From an optimization exercise on the open Yosys and OpenROAD flow, aimed at small area; shortcuts taken in it are not production practice.
At most, simulation tests tie the RTL to the original design; equivalence was not proved.
The flow treats the clock pin as an ideal source. Dropping or thinning the clock tree relies on that and would not hold on a real chip.
No activity file was given, so power comes from the tool's default toggle rates.

==> v38: inputs <==
==> flow/design.v (excerpt) <==
module TinyCPU(In,Clk,Result);
	input [11:0] In;
	input Clk;
	output [7:0] Result;
	wire [7:0] data;
	wire [3:0] instruction;
	wire clear,enableA,enableB,enableOut;
	wire s0,s1,s2,s3;
	wire [7:0] QoutA;
	wire [7:0] QoutB;
	wire [7:0] mux2;
	wire [7:0] mux8;
	wire [63:0] ALUout;
	BusSplit split(
		.In(In),
		.data(data),
		.instruction(instruction)
	);
	InstructionDecoder decoder(
		.instruction(instruction),
		.clear(clear),
		.enableA(enableA),
		.enableB(enableB),
		.enableOut(enableOut),
		.s0(s0),
		.s1(s1),
		.s2(s2),
		.s3(s3)
	);
	Register8bit regA(
		.D(data),
		.En(enableA),
		.Clk(Clk),
		.CLR(clear),
		.Qout(QoutA)
	);
	Mux2To1 mux21(
		.A(data),
		.B(Result),
		.Sel(s0),
		.Y(mux2)
	);
	Register8bit regB(
		.D(mux2),
		.En(enableB),
		.Clk(Clk),
		.CLR(clear),
		.Qout(QoutB)
	);
	ALU alu(
		.A(QoutA),
		.B(QoutB),
		.Out(ALUout)
	);
	Mux8To1 mux81(
		.A(ALUout[7:0]),
		.B(ALUout[15:8]),
		.C(ALUout[23:16]),
		.D(ALUout[31:24]),
		.E(ALUout[39:32]),
		.F(ALUout[47:40]),
		.G(ALUout[55:48]),
		.H(ALUout[63:56]),
		.Sel({s1,s2,s3}),
		.Y(mux8)
	);
	Register8bit regOut(
		.D(mux8),
		.En(enableOut),
		.Clk(Clk),
		.CLR(clear),
		.Qout(Result)
	);
endmodule 
Settings: LEC_CHECK=0, ABC_AREA=1, CAP_MARGIN=20, CORE_MARGIN=2, CORE_UTILIZATION=40, SLEW_MARGIN=20; clock period 5.0 ns.
run.sh (not shown) runs the stock make flow with config.mk's settings and CLKGATE_MAP_FILE= SYNTH_SCRIPT=/design/flow/synth_recipe.tcl, a recipe that flattens the netlist after the stock synthesis.
==> v15: changes against v38 <==
==> flow/design.v (replaced) <==
module TinyCPU(In, Clk, Result);
	input  [11:0] In;
	input         Clk;
	output [7:0]  Result;
	reg [7:0] A, B, R;
	wire [3:0] op = In[11:8];
	wire [7:0] d  = In[7:0];
	reg  [7:0] alu;
	assign Result = R;
	wire [8:0] c;
	assign c[0] = 1'b0;
	genvar i;
	generate for (i = 0; i < 8; i = i + 1) begin : g_add
		assign c[i+1] = (A[i] & B[i]) | (c[i] & (A[i] | B[i]));
	end endgenerate
	wire [7:0] sum = A ^ B ^ c[7:0];
	wire [8:0] ge;
	assign ge[0] = 1'b1;
	generate for (i = 0; i < 8; i = i + 1) begin : g_cmp
		assign ge[i+1] = (A[i] & ~B[i]) | (ge[i] & (A[i] | ~B[i]));
	end endgenerate
	always @(*) begin
		case (op)
			4'd4:    alu = sum;
			4'd5:    alu = {A[6:0], 1'b0};
			4'd6:    alu = {1'b0, A[7:1]};
			4'd7:    alu = A & B;
			4'd8:    alu = A | B;
			4'd9:    alu = A ^ B;
			4'd10:   alu = ~(A & B);
			default: alu = {8{ge[8]}};
		endcase
	end
	always @(posedge Clk) begin
		if (op == 4'd0) begin
			A <= 8'd0; B <= 8'd0; R <= 8'd0;
		end else begin
			if (op == 4'd1) A <= d;
			if (op == 4'd2) B <= d;
			if (op == 4'd3) B <= R;
			if (op >= 4'd4 && op <= 4'd11) R <= alu;
		end
	end
endmodule
==> flow/flow/run.sh (new file) <==
#!/bin/bash
set -euo pipefail
export BUFFER_PORTS_ARGS="-buffer_cell sky130_fd_sc_hd__buf_1"
bash standard.sh finish > flow_standard.log 2>&1
==> flow/standard.sh (new file) <==
#!/bin/bash
# synth_recipe.tcl (not shown) runs the flow's synth.tcl, then flattens the netlist and writes it again
# the make line also repeats each setting of config.mk as NAME=value (left out here)
make -C /OpenROAD-flow-scripts/flow DESIGN_CONFIG=/design/flow/config.mk WORK_HOME=/design/flow/orfs CLKGATE_MAP_FILE= SYNTH_SCRIPT=/design/flow/synth_recipe.tcl "${@:-finish}"
removed: flow/run.sh
==> flow_summary_export.csv <==
group,metric,value,unit
outcome,status,"timing/DRC/antenna clean",
routing,vias,1704,
timing,period_minus_slack,3.43,ns
worst_setup_path,rr_endpoint,"R[6]",
timing,holdWs,0.504,ns
timing,finClkSkew,0.00615,ns
routing,drtIter0Drc,71,
hold_path,hold_end,"B[3]",
worst_setup_path,crit_type,"reg -> reg",
finish,buffers,20,
Source of the figures above: v15

==> flow_summary_export.csv <==
group,metric,value,unit
routing,drtIter0Drc,180,
timing,finClkSkew,0.00250,ns
outcome,status,"timing/DRC/antenna clean",
routing,top_layer,"met4",
yosys,ys_ff_latch,24,
worst_setup_path,crit_type,"in -> reg",
timing,slew_viol_final,0,
timing,holdWs,0.659,ns
routing,vias,2000,
worst_setup_path,rr_endpoint,"regOut.Qout[4]",
timing,period_minus_slack,3.28,ns
Source of the figures above: v38

Function not checked in v15: the RTL went through the layout flow alone.

---

==> trial 18: inputs <==
Another version of the RTL of TinyCPU (not shown whole).
// TinyCPU
module TinyCPU(In, Clk, Result);
	input  [11:0] In;
	input         Clk;
	output [7:0]  Result;
	wire [3:0] op = In[11:8];
	wire [7:0] d  = In[7:0];
	reg  [7:0] A, nB, R;
	wire [7:0] A_n, nB_n, R_n;
	wire [7:0] b = ~nB;
	wire ld1, hA, ld2, st, hB, hold, e4, e5, e6, P, Q, N;
	wire ge;
	assign Result = R;
	always @(posedge Clk) begin
		A  <= A_n;
		nB <= nB_n;
		R  <= R_n;
	end
	Decoder dec(.op(op), .ge(ge), .ld1(ld1), .hA(hA), .ld2(ld2), .st(st), .hB(hB),
		.hold(hold), .e4(e4), .e5(e5), .e6(e6), .P(P), .Q(Q), .N(N));
	wire [8:1] g;
	Or2 cmp0(.a(A[0]), .b(nB[0]), .y(g[1]));
	wire [7:0] x, gen, S;
	wire [7:1] cg;
	And2 cy0(.a(gen[0]), .b(e4), .y(cg[1]));
	assign S[0] = x[0];
	wire [7:0] n1, nF;
	genvar i;
	generate for (i = 0; i < 8; i = i + 1) begin : sl
		Ao22 amux(.a1(ld1), .a2(d[i]), .b1(hA), .b2(A[i]), .y(A_n[i]));
		Aoi222 bmux(.a1(ld2), .a2(d[i]), .b1(st), .b2(R[i]), .c1(hB), .c2(b[i]), .y(nB_n[i]));
		HalfAdd ha(.a(A[i]), .b(b[i]), .s(x[i]), .co(gen[i]));
		if (i > 0) begin : ch
			Maj3 cmp(.a(A[i]), .b(nB[i]), .c(g[i]), .y(g[i+1]));
			Xor2 sum(.a(x[i]), .b(cg[i]), .y(S[i]));
		end
		if (i > 0 && i < 7) begin : cy
			Ao22 carry(.a1(gen[i]), .a2(e4), .b1(x[i]), .b2(cg[i]), .y(cg[i+1]));
		end
		if (i == 0) begin : sh0
			Aoi22 sh(.a1(hold), .a2(R[i]), .b1(e6), .b2(A[i+1]), .y(n1[i]));
		end else if (i == 7) begin : sh7
			Aoi22 sh(.a1(hold), .a2(R[i]), .b1(e5), .b2(A[i-1]), .y(n1[i]));
		end else begin : shm
			Aoi222 sh(.a1(hold), .a2(R[i]), .b1(e5), .b2(A[i-1]), .c1(e6), .c2(A[i+1]), .y(n1[i]));
		end
		Aoi222 fsel(.a1(S[i]), .a2(P), .b1(gen[i]), .b2(Q), .c1(nB[i]), .c2(N), .y(nF[i]));
		Nand2 rout(.a(n1[i]), .b(nF[i]), .y(R_n[i]));
	end endgenerate
	assign ge = g[8];
endmodule
==> module TinyCPU, before the edit <==
module TinyCPU(In, Clk, Result);
	input  [11:0] In;
	input         Clk;
	output [7:0]  Result;
	wire [3:0] op = In[11:8];
	wire [7:0] d  = In[7:0];
	reg  [7:0] A, nB, R;
	wire [7:0] A_n, nB_n, R_n;
	wire [7:0] b = ~nB;
	wire ld1, hA, ld2, st, hB, hold, e4, e5, e6, P, Q, N;
	wire ge;
	assign Result = R;
	always @(posedge Clk) begin
		A  <= A_n;
		nB <= nB_n;
		R  <= R_n;
	end
	Decoder dec(.op(op), .ge(ge), .ld1(ld1), .hA(hA), .ld2(ld2), .st(st), .hB(hB),
		.hold(hold), .e4(e4), .e5(e5), .e6(e6), .P(P), .Q(Q), .N(N));
	wire [8:1] g;
	Or2 cmp0(.a(A[0]), .b(nB[0]), .y(g[1]));
	wire [7:0] x, gen, S;
	wire [7:1] cg;
	And2 cy0(.a(gen[0]), .b(e4), .y(cg[1]));
	assign S[0] = x[0];
	wire [7:0] n1, nF;
	genvar i;
	generate for (i = 0; i < 8; i = i + 1) begin : sl
		Ao22 amux(.a1(ld1), .a2(d[i]), .b1(hA), .b2(A[i]), .y(A_n[i]));
		Aoi222 bmux(.a1(ld2), .a2(d[i]), .b1(st), .b2(R[i]), .c1(hB), .c2(b[i]), .y(nB_n[i]));
		HalfAdd ha(.a(A[i]), .b(b[i]), .s(x[i]), .co(gen[i]));
		if (i > 0) begin : ch
			Maj3 cmp(.a(A[i]), .b(nB[i]), .c(g[i]), .y(g[i+1]));
			Xor2 sum(.a(x[i]), .b(cg[i]), .y(S[i]));
		end
		if (i > 0 && i < 7) begin : cy
			Ao22 carry(.a1(gen[i]), .a2(e4), .b1(x[i]), .b2(cg[i]), .y(cg[i+1]));
		end
		if (i == 0) begin : sh0
			Aoi22 sh(.a1(hold), .a2(R[i]), .b1(e6), .b2(A[i+1]), .y(n1[i]));
		end else if (i == 7) begin : sh7
			Aoi22 sh(.a1(hold), .a2(R[i]), .b1(e5), .b2(A[i-1]), .y(n1[i]));
		end else begin : shm
			Aoi222 sh(.a1(hold), .a2(R[i]), .b1(e5), .b2(A[i-1]), .c1(e6), .c2(A[i+1]), .y(n1[i]));
		end
		Aoi222 fsel(.a1(S[i]), .a2(P), .b1(gen[i]), .b2(Q), .c1(nB[i]), .c2(N), .y(nF[i]));
		Nand2 rout(.a(n1[i]), .b(nF[i]), .y(R_n[i]));
	end endgenerate
	assign ge = g[8];
endmodule
==> module Xor2, before the edit <==
module Xor2(a, b, y);
	input a, b;
	output y;
	assign y = a ^ b;
endmodule
==> module And2, before the edit <==
module And2(a, b, y);
	input a, b;
	output y;
	assign y = a & b;
endmodule
Settings: LEC_CHECK=0, ABC_AREA=1, CAP_MARGIN=20, CORE_MARGIN=2, CORE_UTILIZATION=36, PLACE_DENSITY=0.8, SLEW_MARGIN=20; clock period 5.0 ns.
standard.sh (not shown) runs the stock make flow with config.mk's settings and CLKGATE_MAP_FILE= SYNTH_SCRIPT=/design/flow/synth_recipe.tcl, a recipe that flattens the netlist after the stock synthesis.
==> flow/flow/run.sh <==
#!/bin/bash
# Layout flow: the standard ORFS flow (standard.sh) with these changes:
#  - synthesis maps each module with several ABC scripts and keeps the
#    smallest result (flow/abc_pre.tcl), hierarchically, then flattens as
#    synth_recipe.tcl does; registers are those of the standard synthesis;
#  - ports are buffered with the smallest buffer cell;
#  - the clock tree is two buffers driven by the clock port, each driving
#    half of the registers
#    (flow/pre_cts.tcl, in place of TritonCTS).
set -euo pipefail
W=$PWD
export BUFFER_PORTS_ARGS="-buffer_cell sky130_fd_sc_hd__buf_1"
export MY_ABC_SCRIPTS="$W/flow/amap.script:$W/flow/mapa.script"
export MY_ABC_SCRIPTS_Decoder="$W/flow/amap.script:$W/flow/mapa.script:$W/flow/deep.script:$W/flow/deepam.script"
export MY_ABC_DONT_USE="sky130_fd_sc_hd__a2111oi_* sky130_fd_sc_hd__nor4_* sky130_fd_sc_hd__nor4b_* sky130_fd_sc_hd__nor4bb_* sky130_fd_sc_hd__nor3_1 sky130_fd_sc_hd__nor3b_1"
export PRE_CTS_TCL="$W/flow/pre_cts.tcl"
export MY_CLOCK_PORT=Clk
export MY_CLOCK_BUF=sky130_fd_sc_hd__buf_4
export MY_CLOCK_NBUF=2
cat flow/abc_pre.tcl synth_recipe.tcl > my_synth.tcl
bash standard.sh SYNTH_SCRIPT=$W/my_synth.tcl SYNTH_HIERARCHICAL=1 finish > flow_standard.log 2>&1
==> flow/flow/abc_pre.tcl <==
# This flow's own technology mapping: each module is mapped by each ABC script
# in MY_ABC_SCRIPTS (colon separated), or in MY_ABC_SCRIPTS_<module> if that
# is set, and keeps the smallest result. Cells named in MY_ABC_DONT_USE
# (space separated patterns) are not used: NOR-type cells with three or four
# transistors in series drive the decoder's long nets too slowly.
proc abc {args} {
  set i [lsearch -exact $args -script]
  if { $i >= 0 } {
    set args [lreplace $args $i [expr {$i + 1}]]
  }
  set j [lsearch -exact $args -liberty]
  set lib [lindex $args [expr {$j + 1}]]
  foreach c $::env(MY_ABC_DONT_USE) {
    lappend args -dont_use $c
  }
  set mods [split [string trim [tee -q -s result.string select -list-mod =*]] "\n"]
  foreach m $mods {
    set m [string trim $m]
    if { $m eq "" || [string match "*sky130*" $m] } { continue }
    set scripts [split $::env(MY_ABC_SCRIPTS) ":"]
    if { [info exists ::env(MY_ABC_SCRIPTS_$m)] } {
      set scripts [split $::env(MY_ABC_SCRIPTS_$m) ":"]
    }
    set best ""
    set best_area 1e18
    design -save abc_pre_map
    set k 0
    foreach s $scripts {
      design -load abc_pre_map
      yosys abc {*}$args -script $s $m
      set st [tee -q -s result.string stat -liberty $lib $m]
      set area 1e17
      regexp {Chip area for module[^:]*:\s*([0-9.eE+-]+)} $st -> area
      puts "MY_ABC module $m script $s area $area"
      design -save abc_map_$k
      if { $area < $best_area } {
        set best_area $area
        set best $k
      }
      incr k
    }
    puts "MY_ABC module $m best [lindex $scripts $best] area $best_area"
    design -load abc_map_$best
  }
}
==> flow/flow/deep.script <==
strash
&get -n
&deepsyn -I 30 -J 300 -S 7
&put
dch -f
map -a
topo
==> flow/flow/deepam.script <==
strash
&get -n
&deepsyn -I 30 -J 300 -S 7
&put
dch -f
amap
topo
Other scripts of this flow, unchanged in this note and not shown: flow/flow/amap.script, flow/flow/mapa.script, flow/flow/pre_cts.tcl
==> trial 3 (differences from trial 18) <==
--- a/flow/design.v
+++ b/flow/design.v
@@ -20,8 +20,8 @@
 	wire [8:1] g;
 	Or2 cmp0(.a(A[0]), .b(nB[0]), .y(g[1]));
 	wire [7:0] x, gen, S;
-	wire [7:1] cg;
-	And2 cy0(.a(gen[0]), .b(e4), .y(cg[1]));
+	wire [7:1] c, ncg;
+	assign c[1] = gen[0];
 	assign S[0] = x[0];
 	wire [7:0] n1, nF;
 	genvar i;
@@ -31,10 +31,11 @@
 		HalfAdd ha(.a(A[i]), .b(b[i]), .s(x[i]), .co(gen[i]));
 		if (i > 0) begin : ch
 			Maj3 cmp(.a(A[i]), .b(nB[i]), .c(g[i]), .y(g[i+1]));
-			Xor2 sum(.a(x[i]), .b(cg[i]), .y(S[i]));
+			Nand2 gate(.a(c[i]), .b(e4), .y(ncg[i]));
+			Xnor2 sum(.a(x[i]), .b(ncg[i]), .y(S[i]));
 		end
 		if (i > 0 && i < 7) begin : cy
-			Ao22 carry(.a1(gen[i]), .a2(e4), .b1(x[i]), .b2(cg[i]), .y(cg[i+1]));
+			Ao21 carry(.a1(x[i]), .a2(c[i]), .b1(gen[i]), .y(c[i+1]));
 		end
 		if (i == 0) begin : sh0
 			Aoi22 sh(.a1(hold), .a2(R[i]), .b1(e6), .b2(A[i+1]), .y(n1[i]));
@@ -66,15 +67,15 @@
 	assign Q    = (op == 4'd7) | (op == 4'd8) | cmpge;
 	assign N    = (op == 4'd10) | cmpge;
 endmodule
-module Xor2(a, b, y);
+module Ao21(a1, a2, b1, y);
+	input a1, a2, b1;
+	output y;
+	assign y = (a1 & a2) | b1;
+endmodule
+module Xnor2(a, b, y);
 	input a, b;
 	output y;
-	assign y = a ^ b;
-endmodule
-module And2(a, b, y);
-	input a, b;
-	output y;
-	assign y = a & b;
+	assign y = ~(a ^ b);
 endmodule
 module HalfAdd(a, b, s, co);
 	input a, b;
==> flow/flow/run.sh (replaced) <==
#!/bin/bash
# Layout flow: the standard ORFS flow (standard.sh) with three changes:
#  - synthesis maps each module with several ABC scripts and keeps the
#    smallest result (flow/abc_pre.tcl), hierarchically, then flattens as
#    synth_recipe.tcl does; registers are those of the standard synthesis;
#  - ports are buffered with the smallest buffer cell;
#  - the clock tree is two buffers driven by the clock port, each driving
#    half of the registers
#    (flow/pre_cts.tcl, in place of TritonCTS).
set -euo pipefail
W=$PWD
export BUFFER_PORTS_ARGS="-buffer_cell sky130_fd_sc_hd__buf_1"
export MY_ABC_SCRIPTS="$W/flow/amap.script:$W/flow/mapa.script:$W/flow/deep.script"
export PRE_CTS_TCL="$W/flow/pre_cts.tcl"
export MY_CLOCK_PORT=Clk
export MY_CLOCK_BUF=sky130_fd_sc_hd__buf_4
export MY_CLOCK_NBUF=2
cat flow/abc_pre.tcl synth_recipe.tcl > my_synth.tcl
bash standard.sh SYNTH_SCRIPT=$W/my_synth.tcl SYNTH_HIERARCHICAL=1 finish > flow_standard.log 2>&1
==> flow/flow/abc_pre.tcl (replaced) <==
# This flow's own technology mapping: each module is mapped by each ABC script
# in MY_ABC_SCRIPTS (colon separated) and keeps the smallest result.
proc abc {args} {
  set i [lsearch -exact $args -script]
  if { $i >= 0 } {
    set args [lreplace $args $i [expr {$i + 1}]]
  }
  set libargs {}
  foreach {k v} [lrange $args 0 end] {}
  set j [lsearch -exact $args -liberty]
  set lib [lindex $args [expr {$j + 1}]]
  set scripts [split $::env(MY_ABC_SCRIPTS) ":"]
  set mods [split [string trim [tee -q -s result.string select -list-mod =*]] "\n"]
  foreach m $mods {
    set m [string trim $m]
    if { $m eq "" || [string match "*sky130*" $m] } { continue }
    set best ""
    set best_area 1e18
    foreach s $scripts {
      design -save abc_pre_map
      yosys abc {*}$args -script $s $m
      set st [tee -q -s result.string stat -liberty $lib $m]
      set area 1e17
      regexp {Chip area for module[^:]*:\s*([0-9.eE+-]+)} $st -> area
      puts "MY_ABC module $m script $s area $area"
      design -load abc_pre_map
      if { $area < $best_area } {
        set best_area $area
        set best $s
      }
    }
    puts "MY_ABC module $m best $best area $best_area"
    yosys abc {*}$args -script $best $m
  }
}
==> flow/flow/deep.script (replaced) <==
strash
&get -n
&deepsyn -T 3
&put
dch -f
amap
topo
--- a/flow/config.mk
+++ b/flow/config.mk
@@ -6,8 +6,8 @@
 export NUM_CORES = 4
 export LEC_CHECK = 0
 export ABC_AREA = 1
-export CAP_MARGIN = 20
+export CAP_MARGIN = 0
 export CORE_MARGIN = 2
-export CORE_UTILIZATION = 36
+export CORE_UTILIZATION = 60
 export PLACE_DENSITY = 0.8
-export SLEW_MARGIN = 20
+export SLEW_MARGIN = 0
removed: flow/flow/deepam.script
==> qor summary <==
                                                                        trial 18                  trial 3
Final nets                                                                   178                      186
Total area of multi-input combinational cells                          719 sq um                729 sq um
Routed wire length per instance                                          16.8 um                  17.8 um
Post-synthesis to final-layout area growth                                 11.9%                    10.5%
Critical path endpoint                                                      R[6]                     R[1]
Part of the total power dissipated in the clock network                    13.2%                    13.1%
Post-route cell area                                                  1390 sq um               1400 sq um
Seq/Total Area, Yosys                                                      38.6%                    38.0%
Number of instances in the placed design                                     199                      188
Fillcell total                                                               337                      171
Final total power                                                         528 uW                   531 uW
Vias in the first global route                                              1162                     1236
Wire length on met1                                                      1570 um                  1450 um
Length of routed met2 wiring                                             1480 um                  1710 um
Simple-gate share of the synthesized area                                  10.7%                    11.7%
Synthesized area                                                      1240 sq um               1260 sq um
Critical path startpoint                                                   nB[0]                     A[0]
Status                                                   complete, no violations  complete, no violations
In every run of this note, the design's own scripts or RTL, not TritonCTS, make the clock network.

[static timing again, ports no longer ideal]
No port has a modelled driver above. Below, the same layouts with a new extraction and two added sets of constraints.
Step 1, drivers: a clkbuf_16 drives Clk and a buf_2 each remaining input, both assumed.
Step 2 moves the port delays by t, midway between the first and last clock arrival at a register: inputs arrive t later, outputs are due t later. That takes back most of the time a late clock gives input paths.
Three values: ideal ports, drivers, drivers and shift; two values: the first two.
run	t, ns	setup WS [ns]	worst setup path after step 2
v38	0.282	1.719 / 1.722 / 1.440	input to register
v15	0.295	1.571 / 1.571 / 1.571	register to register
trial 18	0.179	0.707 / 0.707 / 0.707	register to register
trial 3	0.174	0.693 / 0.693 / 0.693	register to register
After both steps setup and hold are still met in every run listed. For v38, which loses most, drivers alone change the setup slack by +0.003 ns; drivers and shift together by -0.279 ns.
